Background: an optimization exercise with open tools, aiming at small area, a short achievable clock period and few clock cycles. Do not read the settings as production practice. Only simulation tests tie the RTL to the original design; equivalence was not proved.

==> flow/design.v, too long to show whole: its modules and the start of the top module <==
// module geofence: 56 lines
// module cross_pair: 1013 lines
module geofence (clk, reset, X, Y, valid, is_inside);
  // ...
==> flow/flow/run.sh <==
#!/bin/bash
# Standard ORFS layout, with one extra step between synthesis and floorplan:
# flow/polfix.py rewrites the synthesized netlist (same registers, same
# function) to drop the inverters between full adders and to turn half
# adders with an unused output into plain gates.
set -euo pipefail
bash standard.sh synth > synth.log 2>&1
R=orfs/results/${FLOW_PLATFORM}/geofence/base
cp $R/1_2_yosys.v 1_2_yosys.orig.v
python3 flow/polfix.py $R/1_2_yosys.v > polfix.log 2>&1
bash standard.sh finish > finish.log 2>&1
==> flow/flow/polfix.py <==
#!/usr/bin/env python3
"""Clean up a Yosys gate netlist (sky130hd) without changing its function
or its registers:
  * a half adder whose SUM (COUT) drives nothing becomes an and2 (xor2);
  * full adders are self-dual (inverting all three inputs inverts both
    outputs), so each full adder may be flipped; the flips are chosen by
    local search to need as few inverters as possible, and the inverters
    are then rebuilt, one per net that needs its inverse.
usage: polfix.py netlist.v  (rewritten in place)"""
import re, sys

path = sys.argv[1]
txt = open(path).read()
m = re.search(r'\n\s*sky130_fd_sc_hd__', txt)
head, body = txt[:m.start() + 1], txt[m.start() + 1:]
end = body.rindex('endmodule')
tail = body[end:]
body = body[:end]
cell_re = re.compile(r'\s*(sky130_fd_sc_hd__\w+)\s+(\\\S+ |\S+)\s*\((.*?)\);\s*', re.S)
pin_re = re.compile(r'\.(\w+)\(\s*((?:\\\S+ )|[^()\s]+)\s*\)')
cells = []
pos = 0
while pos < len(body):
    mm = cell_re.match(body, pos)
    if not mm:
        raise SystemExit(f"cannot parse near: {body[pos:pos+200]!r}")
    typ, name, pins = mm.group(1), mm.group(2), mm.group(3)
    cells.append({"type": typ, "name": name, "pins": {p: n.strip() if not n.startswith('\\') else n
                                                      for p, n in pin_re.findall(pins)}})
    pos = mm.end()

ports = set()
mh = re.search(r'module\s+\w+\s*\((.*?)\);', head, re.S)
for p in mh.group(1).split(','):
    ports.add(p.strip())
def is_port(n):
    base = n.split('[')[0].strip()
    return base in ports

OUTS = {"X", "Y", "Q", "Q_N", "SUM", "COUT", "HI", "LO"}
def norm(n):
    return n.strip()

def loads_of():
    ld = {}
    for i, c in enumerate(cells):
        for p, n in c["pins"].items():
            if p not in OUTS:
                ld.setdefault(norm(n), []).append((i, p))
    return ld

# 1. half adders with one output unused
ld = loads_of()
nha = 0
for c in cells:
    if re.fullmatch(r'sky130_fd_sc_hd__ha_\d', c["type"]):
        s, co = c["pins"].get("SUM"), c["pins"].get("COUT")
        if s is not None and norm(s) not in ld and not is_port(s):
            c["type"] = "sky130_fd_sc_hd__and2_1"
            c["pins"] = {"A": c["pins"]["A"], "B": c["pins"]["B"], "X": co}
            nha += 1
        elif co is not None and norm(co) not in ld and not is_port(co):
            c["type"] = "sky130_fd_sc_hd__xor2_1"
            c["pins"] = {"A": c["pins"]["A"], "B": c["pins"]["B"], "X": s}
            nha += 1

# 2. polarity: full adders may be flipped (self-dual); 2-input AND-family
# gates may flip inputs and/or output (De Morgan, cell swap); XOR-family
# gates absorb input inversions and may flip their output for free.
drv = {}
for i, c in enumerate(cells):
    for p, n in c["pins"].items():
        if p in OUTS:
            drv[norm(n)] = (i, p)
ld = loads_of()
isinv = lambda c: re.fullmatch(r'sky130_fd_sc_hd__inv_\d+', c["type"]) is not None
isfa = lambda c: re.fullmatch(r'sky130_fd_sc_hd__fa_\d+', c["type"]) is not None
ANDF = {"sky130_fd_sc_hd__and2_1": (0, 0), "sky130_fd_sc_hd__nand2_1": (0, 1),
        "sky130_fd_sc_hd__nor2_1": (1, 0), "sky130_fd_sc_hd__or2_1": (1, 1)}
ANDF_BY = {v: k for k, v in ANDF.items()}
XORF = {"sky130_fd_sc_hd__xor2_1": 0, "sky130_fd_sc_hd__xnor2_1": 1}
INV_AREA = 3.7536
OUTPIN = {"sky130_fd_sc_hd__and2_1": "X", "sky130_fd_sc_hd__or2_1": "X", "sky130_fd_sc_hd__xor2_1": "X",
          "sky130_fd_sc_hd__nand2_1": "Y", "sky130_fd_sc_hd__nor2_1": "Y", "sky130_fd_sc_hd__xnor2_1": "Y"}
def andf_area(i1, o1):
    return 3.7536 if (i1 ^ o1) else 6.256
removable = set()
for i, c in enumerate(cells):
    if isinv(c) and not is_port(c["pins"]["A"]) and not is_port(c["pins"]["Y"]):
        removable.add(i)
def resolve(n):
    n = norm(n); pol = 0
    seen = 0
    while n in drv and drv[n][0] in removable:
        n = norm(cells[drv[n][0]]["pins"]["A"]); pol ^= 1
        seen += 1
        if seen > 100: raise SystemExit("inverter loop")
    return n, pol
kind = {}
for i, c in enumerate(cells):
    if i in removable: continue
    if isfa(c): kind[i] = "fa"
    elif c["type"] in ANDF and set(c["pins"]) in ({"A", "B", "X"}, {"A", "B", "Y"}): kind[i] = "and"
    elif c["type"] in XORF and set(c["pins"]) in ({"A", "B", "X"}, {"A", "B", "Y"}): kind[i] = "xor"
fi = {i: 0 for i in kind}
fo = {i: 0 for i in kind}
reqs = []     # (cell, pin, root, pol)
for i, c in enumerate(cells):
    if i in removable: continue
    for p, n in c["pins"].items():
        if p in OUTS: continue
        r, pol = resolve(n)
        reqs.append((i, p, r, pol))
before_inv = len(removable)
by_root = {}
for k, (i, p, r, pol) in enumerate(reqs):
    by_root.setdefault(r, []).append(k)
def root_phys(r):
    d = drv.get(r)
    if d and d[0] in fo: return fo[d[0]]
    return 0
def mismatch(k):
    i, p, r, pol = reqs[k]
    return pol ^ fi.get(i, 0) ^ root_phys(r)
def need(k):
    if kind.get(reqs[k][0]) == "xor": return 0
    return mismatch(k)
def root_cost(r):
    return INV_AREA if any(need(k) for k in by_root.get(r, [])) else 0.0
def cell_cost(i):
    if kind.get(i) == "and":
        i0, o0 = ANDF[cells[i]["type"]]
        return andf_area(i0 ^ fi[i], o0 ^ fo[i])
    return 0.0
touch = {}
for i in kind:
    rs = set()
    for p, n in cells[i]["pins"].items():
        if p in OUTS: rs.add(norm(n))
        else: rs.add(resolve(n)[0])
    touch[i] = rs
var_ids = list(kind)
def total():
    return sum(root_cost(r) for r in by_root) + sum(cell_cost(i) for i in kind)
cost0 = total()
import random, math
rng = random.Random(1)
def move(i, which):
    if kind[i] == "fa":
        fi[i] ^= 1; fo[i] ^= 1
    elif kind[i] == "and":
        if which == 0: fi[i] ^= 1
        elif which == 1: fo[i] ^= 1
        else: fi[i] ^= 1; fo[i] ^= 1
    else:
        fo[i] ^= 1
def local(i):
    return sum(root_cost(r) for r in touch[i]) + cell_cost(i)
cur = cost0; best = cur
best_state = (dict(fi), dict(fo))
steps = 300000
for st in range(steps):
    T = max(0.05, 4.0 * (1 - st / steps))
    i = var_ids[rng.randrange(len(var_ids))]
    w = rng.randrange(3)
    b = local(i)
    move(i, w)
    a = local(i)
    d = a - b
    if d <= 0 or rng.random() < math.exp(-d / T):
        cur += d
        if cur < best - 1e-9:
            best = cur; best_state = (dict(fi), dict(fo))
    else:
        move(i, w)
fi.update(best_state[0]); fo.update(best_state[1])
cost1 = total()
# rebuild
newcells = [c for i, c in enumerate(cells) if i not in removable]
idx_map = {}
j = 0
for i in range(len(cells)):
    if i not in removable:
        idx_map[i] = j; j += 1
invnet = {}
extra_wires = []
for r, ks in by_root.items():
    if any(need(k) for k in ks):
        nn = f"polfix_n{len(invnet)}"
        invnet[r] = nn
        extra_wires.append(nn)
        newcells.append({"type": "sky130_fd_sc_hd__inv_1", "name": f"polfix_inv{len(invnet)}",
                         "pins": {"A": r, "Y": nn}})
xpar = {}
for k, (i, p, r, pol) in enumerate(reqs):
    c = newcells[idx_map[i]]
    if kind.get(i) == "xor":
        c["pins"][p] = r
        xpar[i] = xpar.get(i, 0) ^ mismatch(k)
    else:
        c["pins"][p] = invnet[r] if need(k) else r
nswap = 0
for i, kd in kind.items():
    c = newcells[idx_map[i]]
    if kd == "and":
        i0, o0 = ANDF[c["type"]]
        t = ANDF_BY[(i0 ^ fi[i], o0 ^ fo[i])]
    elif kd == "xor":
        t0 = XORF[c["type"]]
        t1 = t0 ^ fo[i] ^ xpar.get(i, 0)
        t = "sky130_fd_sc_hd__xnor2_1" if t1 else "sky130_fd_sc_hd__xor2_1"
    else:
        continue
    if t != c["type"]:
        nswap += 1
        onet = c["pins"].get("X", c["pins"].get("Y"))
        c["pins"] = {"A": c["pins"]["A"], "B": c["pins"]["B"],
                     OUTPIN[t]: onet}
        c["type"] = t
total0 = cost0; total1 = cost1
# nets that were only inverter outputs and now float are simply unused wires
def esc(n):
    n = n.strip()
    return n + " " if n.startswith("\\") else n
out = [head.rstrip('\n')]
for w in extra_wires:
    out.append(f"  wire {w};")
for c in newcells:
    pins = ",\n".join(f"    .{p}({esc(n)})" for p, n in c["pins"].items())
    out.append(f"  {c['type']} {c['name']} (\n{pins}\n  );")
out.append(tail)
open(path, "w").write("\n".join(out))
print(f"polfix: {nha} half adders reduced, {before_inv} inverters removed, {len(invnet)} rebuilt, "
      f"{nswap} gates swapped, polarity cost {total0:.1f} -> {total1:.1f} um2")
==> flow/standard.sh <==
#!/bin/bash
# synth_recipe.tcl (not shown) runs the flow's synth.tcl, then flattens the netlist and writes it again
# the make line also repeats each setting of config.mk as NAME=value (left out here)
make -C /OpenROAD-flow-scripts/flow DESIGN_CONFIG=/design/flow/config.mk WORK_HOME=/design/flow/orfs CLKGATE_MAP_FILE= SYNTH_SCRIPT=/design/flow/synth_recipe.tcl "${@:-finish}"
==> flow/config.mk <==
export PLATFORM = sky130hd
export DESIGN_NAME = geofence
export DESIGN_NICKNAME = geofence
export VERILOG_FILES = /design/flow/design.v
export SDC_FILE = /design/flow/constraint.sdc
export NUM_CORES = 4
export LEC_CHECK = 0
export ABC_AREA = 1
export CAP_MARGIN = 20
export CORE_MARGIN = 2
export CORE_UTILIZATION = 40
export PLACE_DENSITY = 0.6
export SETUP_SLACK_MARGIN = 5
export SLEW_MARGIN = 20
==> flow/constraint.sdc <==
create_clock -name core_clock -period 10.0 [get_ports {clk}]
set_input_delay 2.0000 -clock core_clock [delete_from_list [all_inputs] [get_ports {clk}]]
set_output_delay 2.0000 -clock core_clock [all_outputs]
set_load 0.01 [all_outputs]
==> summary.txt, run 1 <==
status complete, no violations; clock root buffer clkbuf_16; vias per cell 6.21; starting density of the core 40.5%; Mapped Avg Cell Area 8.43 µm²; r2r endpoint RX[8]; final period utilization 53.9%; M2 GR Usage 48.5%; worst path arrival time 5.44 ns; Initial DRT Pass Iterations 6; Slew headroom 4.88%; Post-Route WL 62900 µm; R2R Setup Slk 4.61 ns; well tap count 511; fin area 18600 µm²; placed wire-length estimate 44000 µm; commonest non-fill, non-tap cell in the layout nand2_1; H-tree depth 3; Crit path required time 10.05 ns; clk sinks 105; FMAX 185 MHz; Die Height 199 µm; Data buffer area share 8.65%; skew final 0.00897 ns; crit path capture RX[8]; Iteration-0 DRC Markers 1838; buffers added on ports 23; CP Launch Type flip-flop; Max Used Layer met4; proportion of layout cells with a drive suffix above 1 22.3%; multi-input gates 1321; M1 WL 24700 µm; largest class multi-input gates; Top Usage Layer GRT met2
Testbench counts, summed over its fixed seeds: cycles 28,800.
==> run 2, diff against run 1 <==
--- a/flow/config.mk
+++ b/flow/config.mk
@@ -10,5 +10,5 @@
 export CORE_MARGIN = 2
 export CORE_UTILIZATION = 40
 export PLACE_DENSITY = 0.6
-export SETUP_SLACK_MARGIN = 5
+export SETUP_SLACK_MARGIN = 4
 export SLEW_MARGIN = 20
==> summary.txt, run 2 <==
status complete, no violations; CP max stage delay 0.55 ns; RSZ-0062 raised after global routing no; setup ws final 4.15 ns; worst min path class reg2reg; Min Clock Period, post-route 5.85 ns; Finished Layout Cells 2314; dpl ws 2.77 ns; clock tree buffer depth 2; placed wire-length estimate 44000 µm (about the same); Mapped Avg Cell Area 8.43 µm² (unchanged); full die area 39800 µm²; Synth Instances 1811; Initial DRT Pass Iterations 8 (+2); proportion of layout cells with a drive suffix above 1 8.15% (-14 points); final core utilization 44.4%; vias per cell 6.16 (-0.82%); starting density of the core 40.5% (unchanged); CP Class reg2reg; GRT Overall Usage 30.5%; Iteration-0 DRC Markers 1898 (+3.3%); Placed Cells 2261; vias post-DR 14300; cts bufs inserted 9; hold-fix buffers at CTS 0; Slowest-stage cell, CP fa_1; Top reg by flops VD; Buf/Inv on CP 4; Crit path required time 10.10 ns (+0.05 ns); Area growth syn-to-layout 9.60%; Post-Route WL 59600 µm (-5.2%); CP Cell Sequence buf_4 > inv_1 > o22ai_1 > a21oi_1 > fa_1 > inv_1 > fa_1 > fa_1 > fa_1 > fa_1 > inv_1 > ha_1 > or2_1 > nor3_2 > nor2b_1 > nand2_1 > nand2_1 > nand2_1 > nand3_1 > nand3_1 > nand3_1 > nand2_1 > nand2_1 > nand2_1; cell family with most CP delay adder cells; CP Launch Type flip-flop; final period utilization 58.5% (+4.5 points); vias in the first global route 14200; max reg flops 12; Synth Cell Area 15300 µm²; Die W 199 µm; Max Cap Viol 0; CP most frequent cell nand2_1; setup violators final 0; wire length per cell 25.8 µm; Pins Over Slew Limit 0; RD Place Congestion 0.980; initial antenna violation count 0; Final TNS setup 0 ns; Die Height 199 µm (unchanged); Ys Warns 1; worst path arrival time 5.95 ns (+0.51 ns); worst skew pair latency 0.35 ns; clk sinks 105 (unchanged); largest net degree at the start of global routing 23; fin area 16700 µm² (-10%); syn nets 2141; Slew headroom 10.2% (+5.3 points); buffers added on ports 23 (unchanged); Final ANT Viol Nets 0; placed cell areas 15900 µm²; commonest non-fill, non-tap cells in the layout nand2_1 (297), inv_1 (253), fa_1 (211), o221ai_1 (163), a21oi_1 (123); first-pass GRT wire length 88700 µm; Final Hold Viols 0; # diodes 0; remaining global-route overflow 0; final net count 2128; H-tree depth 3 (unchanged); commonest non-fill, non-tap cell in the layout nand2_1; num rows 71; skew final 0.00933 ns (+0.000360 ns); Tightest Pin Transition 1.34 ns; FMAX 171 MHz (-7.8%); core area 37700 µm²; clock transition at the registers of the reported paths 0.08 ns; worst-path maximum fanout 15; CTS tree yes; # DRC 0; Ports 24; CP Capture Type flip-flop; clock root buffer clkbuf_16
[run 2: cell count changes in the layout (fill, tap and decap cells not counted), sizes merged, moves of 2 or more]
cell,previous run,this run
buf,163,66
clkbuf,11,9
clkdlybuf4s50,19,23
clkinv,12,10
clkinvlp,18,11
dlygate4sd2,2,0
inv,248,259
[run 2: final cells by class]
cell class	count	area, µm²
clock buffers	9	225
clock inverters	7	58.8
fillers	3757	20900
inverters	273	1070
multi-input cells	1320	11200
flip-flops and latches	105	2790
well taps	511	639
repair buffers	89	729
[run 2: metal layers]
metal / share of wire (%) / GRT usage [%] / up-vias / routed length, µm
met5: 0 / 0 / - / 0
met4: 4.9 / 12.7 / 0 / 2920
met3: 11 / 7.51 / 215 / 6580
met2: 43 / 46.5 / 979 / 25600
met1: 41 / 41.3 / 6883 / 24500
li1: - / - / 6181 / -
[run 2: path summary, 6_finish.rpt]
check,endpoint,cells past startpoint,slack (ns),start
setup / recovery,is_inside,24,4.15,VX[7]
setup reg to reg,is_inside,24,4.15,VX[7]
hold reg to reg,valid,2,0.56,cnt[2]
max in group asynchronous,cnt[1],2,7.98,reset
min in group asynchronous,valid,2,1.85,reset
hold / removal,valid,2,0.56,cnt[2]
[run 2: per-stage QoR]
stage	hold slack (ns)
after global placement	0.541
after detailed placement	0.530
after floorplan	0.420
after CTS	0.546
final	0.562
after global routing	0.570
[run 2: repair_timing]
action / CTS / global route
setup buffers: 5 / 27
cloned: 1 / 4
gates resized for setup: 22 / 42
pin swaps: 1 / 4
endpoints found under the setup margin: 46 / 46
[run 2: worst reg2reg max path: stages (launching register included)]
cell and delay (ns):
dfxtp_1 0.30, buf_4 0.21, inv_1 0.51, o22ai_1 0.18, a21oi_1 0.22, fa_1 0.46
inv_1 0.10, fa_1 0.45, fa_1 0.43, fa_1 0.43, fa_1 0.55, inv_1 0.05
ha_1 0.19, or2_1 0.24, nor3_2 0.14, nor2b_1 0.15, nand2_1 0.06, nand2_1 0.12
nand2_1 0.09, nand3_1 0.15, nand3_1 0.24, nand3_1 0.15, nand2_1 0.06, nand2_1 0.05
nand2_1 0.07
==> run 3, diff against run 2 <==
==> flow/run.sh (new file) <==
#!/bin/bash
# synth_recipe.tcl (not shown) runs the flow's synth.tcl, then flattens the netlist and writes it again
# the make line also repeats each setting of config.mk as NAME=value (left out here)
make -C /OpenROAD-flow-scripts/flow DESIGN_CONFIG=/design/flow/config.mk WORK_HOME=/design/flow/orfs CLKGATE_MAP_FILE= SYNTH_SCRIPT=/design/flow/synth_recipe.tcl finish
removed: flow/flow/run.sh
removed: flow/flow/polfix.py
removed: flow/standard.sh
==> summary.txt, run 3 <==
status complete, no violations; R2R Setup Slk 4.22 ns (+0.07 ns); final period utilization 57.8% (-0.68 points); Die W 207 µm (+3.7%); cts bufs inserted 9 (unchanged); Final ANT Viol Nets 0 (unchanged); Filler Cell Count 4063 (+8.1%); Ys Warns 1 (unchanged); Yosys cell types 44; full die area 42800 µm² (+7.6%); CP Capture Type flip-flop; vias in the first global route 14900 (+5.5%); FMAX 173 MHz (+1.2%); CTS tree yes; post-synthesis async set-or-reset flop share 4.76%; # diodes 0 (unchanged); cell taking the most area after synthesis fa_1; skew final 0.0125 ns (+0.00313 ns); syn nets 2392 (+12%); Hold Path Stages 0 (-2); Die Height 207 µm (+3.7%); Ports 24 (unchanged); Hold Startpoint VX[10]; core area 40700 µm² (+8.2%); Slew headroom 11.4% (+1.1 points); clock transition at the registers of the reported paths 0.08 ns (about the same); Synth Cell Area 16400 µm² (+7.7%); placed wire-length estimate 45400 µm (+3.3%); worst skew pair latency 0.37 ns (+0.02 ns); max reg flops 12 (unchanged); CP Class reg2reg; worst path arrival time 5.81 ns (-0.14 ns); Pins Over Slew Limit 0 (unchanged); clock tree buffer depth 2 (unchanged); # DRC 0 (unchanged); Initial DRT Pass Iterations 6 (-2); Top reg by flops VD; r2r endpoint LY[2]; Mapped Avg Cell Area 8.19 µm² (-2.9%); num rows 74 (+4.2%); proportion of layout cells with a drive suffix above 1 9.89% (+1.7 points); most frequent cells after synthesis inv_1 (454), nand2_1 (312), fa_1 (211); Final Hold Viols 0 (unchanged); clk sinks 105 (unchanged); Tightest Pin Transition 1.33 ns (-0.0172 ns); Yosys reg bits 105; GRT Overall Usage 29.1% (-1.4 points); Fin Hold WS 0.528 ns (-0.0332 ns); most frequent cell after synthesis inv_1; Hold EP LX[10]; initial antenna violation count 0 (unchanged); hold-fix buffers at CTS 0 (unchanged); worst-path maximum fanout 10 (-5); placed cell areas 17100 µm² (+7.3%); R2R cell count 21 (-13%); sequential area share after synthesis 16.9%; dominant synthesized flop cell edfxtp_1; first-pass GRT wire length 92100 µm (+3.9%); Area growth syn-to-layout 11.1%; vias post-DR 15100 (+5.9%); starting density of the core 40.4% (-0.17 points); clock root buffer clkbuf_16; Crit path required time 10.03 ns (-0.07 ns); Iteration-0 DRC Markers 1865 (-1.7%); largest net degree at the start of global routing 23 (unchanged); Synth Instances 2008 (+11%); buffers added on ports 23 (unchanged); remaining global-route overflow 0 (unchanged); Reg2Reg Launch Point LX[8]; RD Place Congestion 0.998 (+1.9%); post-synth top area share 25.7%; top cells by area, synth fa_1 (26%), edfxtp_1 (12%), ha_1 (11%), inv_1 (10%), o221ai_1 (8.7%); Post-Route WL 61300 µm (+2.9%); Min Clock Period, post-route 5.78 ns (-0.0675 ns); RSZ-0062 raised after global routing no; commonest non-fill, non-tap cells in the layout inv_1 (435), nand2_1 (295), fa_1 (209), o221ai_1 (163), ha_1 (151); CP Launch Type flip-flop; setup violators final 0 (unchanged); wire length per cell 24.0 µm (-6.8%); vias per cell 5.91 (-4.1%); fin area 18300 µm² (+9.2%); H-tree depth 3 (unchanged); Final TNS setup 0 ns (unchanged); worst min path class reg2reg; commonest non-fill, non-tap cell in the layout inv_1; Max Cap Viol 0 (unchanged); EDFF count, synth 65; final net count 2401 (+13%)
-- run 3: cell count changes in the layout (fill, tap and decap cells not counted), moves of 9 or more --
| cell | previous run | this run |
|---|---|---|
| ha_1 | 97 | 151 |
| buf_4 | 65 | 88 |
| inv_1 | 253 | 435 |
| or2_1 | 10 | 1 |
| nor2_1 | 109 | 63 |
| inv_2 | 2 | 12 |
-- run 3: worst max-delay path by stage --
stage	startpoint	to	slack [ns]
after floorplan	VY[10]	LX[0]	4.52
after global routing	RY[3]	RY[7]	3.99
after global placement	VX[10]	RX[4]	2.75
after detailed placement	VX[10]	RY[0]	2.72
final	LX[8]	LY[2]	4.22
after CTS	VD[8]	LY[3]	4.05
-- run 3: kinds of logic (layout without fill, tap and decap cells) --
| logic type | Yosys count | count (layout) | share of synthesized area, % |
|---|---|---|---|
| AO/OA/AOI/OAI | 440 | 440 | 18.2 |
| XOR/XNOR | 52 | 52 | 2.77 |
| adder cells (fa/ha/maj) | 362 | 362 | 37.2 |
| buffers and inverters | 588 | 597 | 13.5 |
| flip-flops | 105 | 105 | 16.9 |
| AND/OR/NAND/NOR | 461 | 466 | 11.5 |
-- run 3: cell type report --
| cell class | count | area, µm² | share of cell area (%) |
|---|---|---|---|
| multi-input combinational | 1320 | 11800 | 64.3 |
| sequential | 105 | 2810 | 15.4 |
| inverter | 470 | 1820 | 9.95 |
| timing repair buffer | 111 | 891 | 4.87 |
| tap | 532 | 666 | 3.64 |
| clock buffer | 10 | 250 | 1.37 |
| clock inverter | 6 | 92.6 | 0.507 |
-- run 3: routing by layer --
layer	track usage [%]	vias up	part of all wire, %	wire length, µm
met5	0	-	0	0
met4	10.7	0	4.3	2620
met3	7.38	195	12	7420
met2	44.5	1053	43	26200
met1	39.9	7240	41	25000
li1	-	6610	-	-
-- run 3: worst max-delay path, stage by stage (launching register included) --
cell and delay (ns):
edfxtp_1 0.44, nor2_1 0.32, clkinv_1 0.49, o221ai_1 0.36, fa_1 0.48, fa_1 0.41, inv_1 0.09, fa_1 0.44
fa_1 0.50, inv_1 0.05, fa_1 0.52, inv_1 0.04, ha_1 0.22, nor3_1 0.21, nand2_1 0.08, nand2_1 0.08
nand2_1 0.07, nand2_1 0.07, nand2_1 0.06, nand2_1 0.08, nand2_2 0.16, nand2_4 0.26
-- run 3: metrics by stage --
step / setup slack (ns) / utilization, % / instances
CTS: 4.05 / 43.2 / 2495
global route: 3.99 / 44.9 / 2554
global placement: 2.75 / 42.0 / 2473
floorplan: 4.52 / - / 2008
detailed placement: 2.72 / 42.0 / 2473
finish: 4.22 / 44.9 / 2554
-- run 3: what timing repair did --
action                                  CTS  global route
buffers inserted                          5            55
cloned                                    1             4
endpoints found under the setup margin   46            46
pin swaps                                 1            10
gates resized for setup                  33            71

==> separate check: timing with driven ports <==
The flow's constraints put no driver on any port. The routed layouts listed below were extracted and timed again, unchanged, in two steps.
Step 1 assumes that a clkbuf_16 drives the clock port and a buf_2 every other input.
Step 2 also shifts input and output timing later by t, the mid clock arrival at the registers, as if the neighbouring blocks saw the same clock.
Slacks: ideal ports / drivers / drivers and shift; pairs: ideal ports / drivers.
run	t, ns	slack for setup (ns)	hold slack, ns	worst slew at a driven data input, ns	cell pins on the clock port's net
run 1	0.385	4.608 / 4.608 / 4.608	0.490 / 0.490 / 0.490	0.04	1
run 2	0.379	4.153 / 4.153 / 4.124	0.562 / 0.562 / 0.562	0.04	1
run 3	0.398	4.220 / 4.220 / 4.220	0.528 / 0.528 / 0.528	0.05	1
After both steps setup and hold are still met in every run listed. For run 2, which loses most, drivers alone change the setup slack by 0.000 ns; drivers and shift together by -0.029 ns.
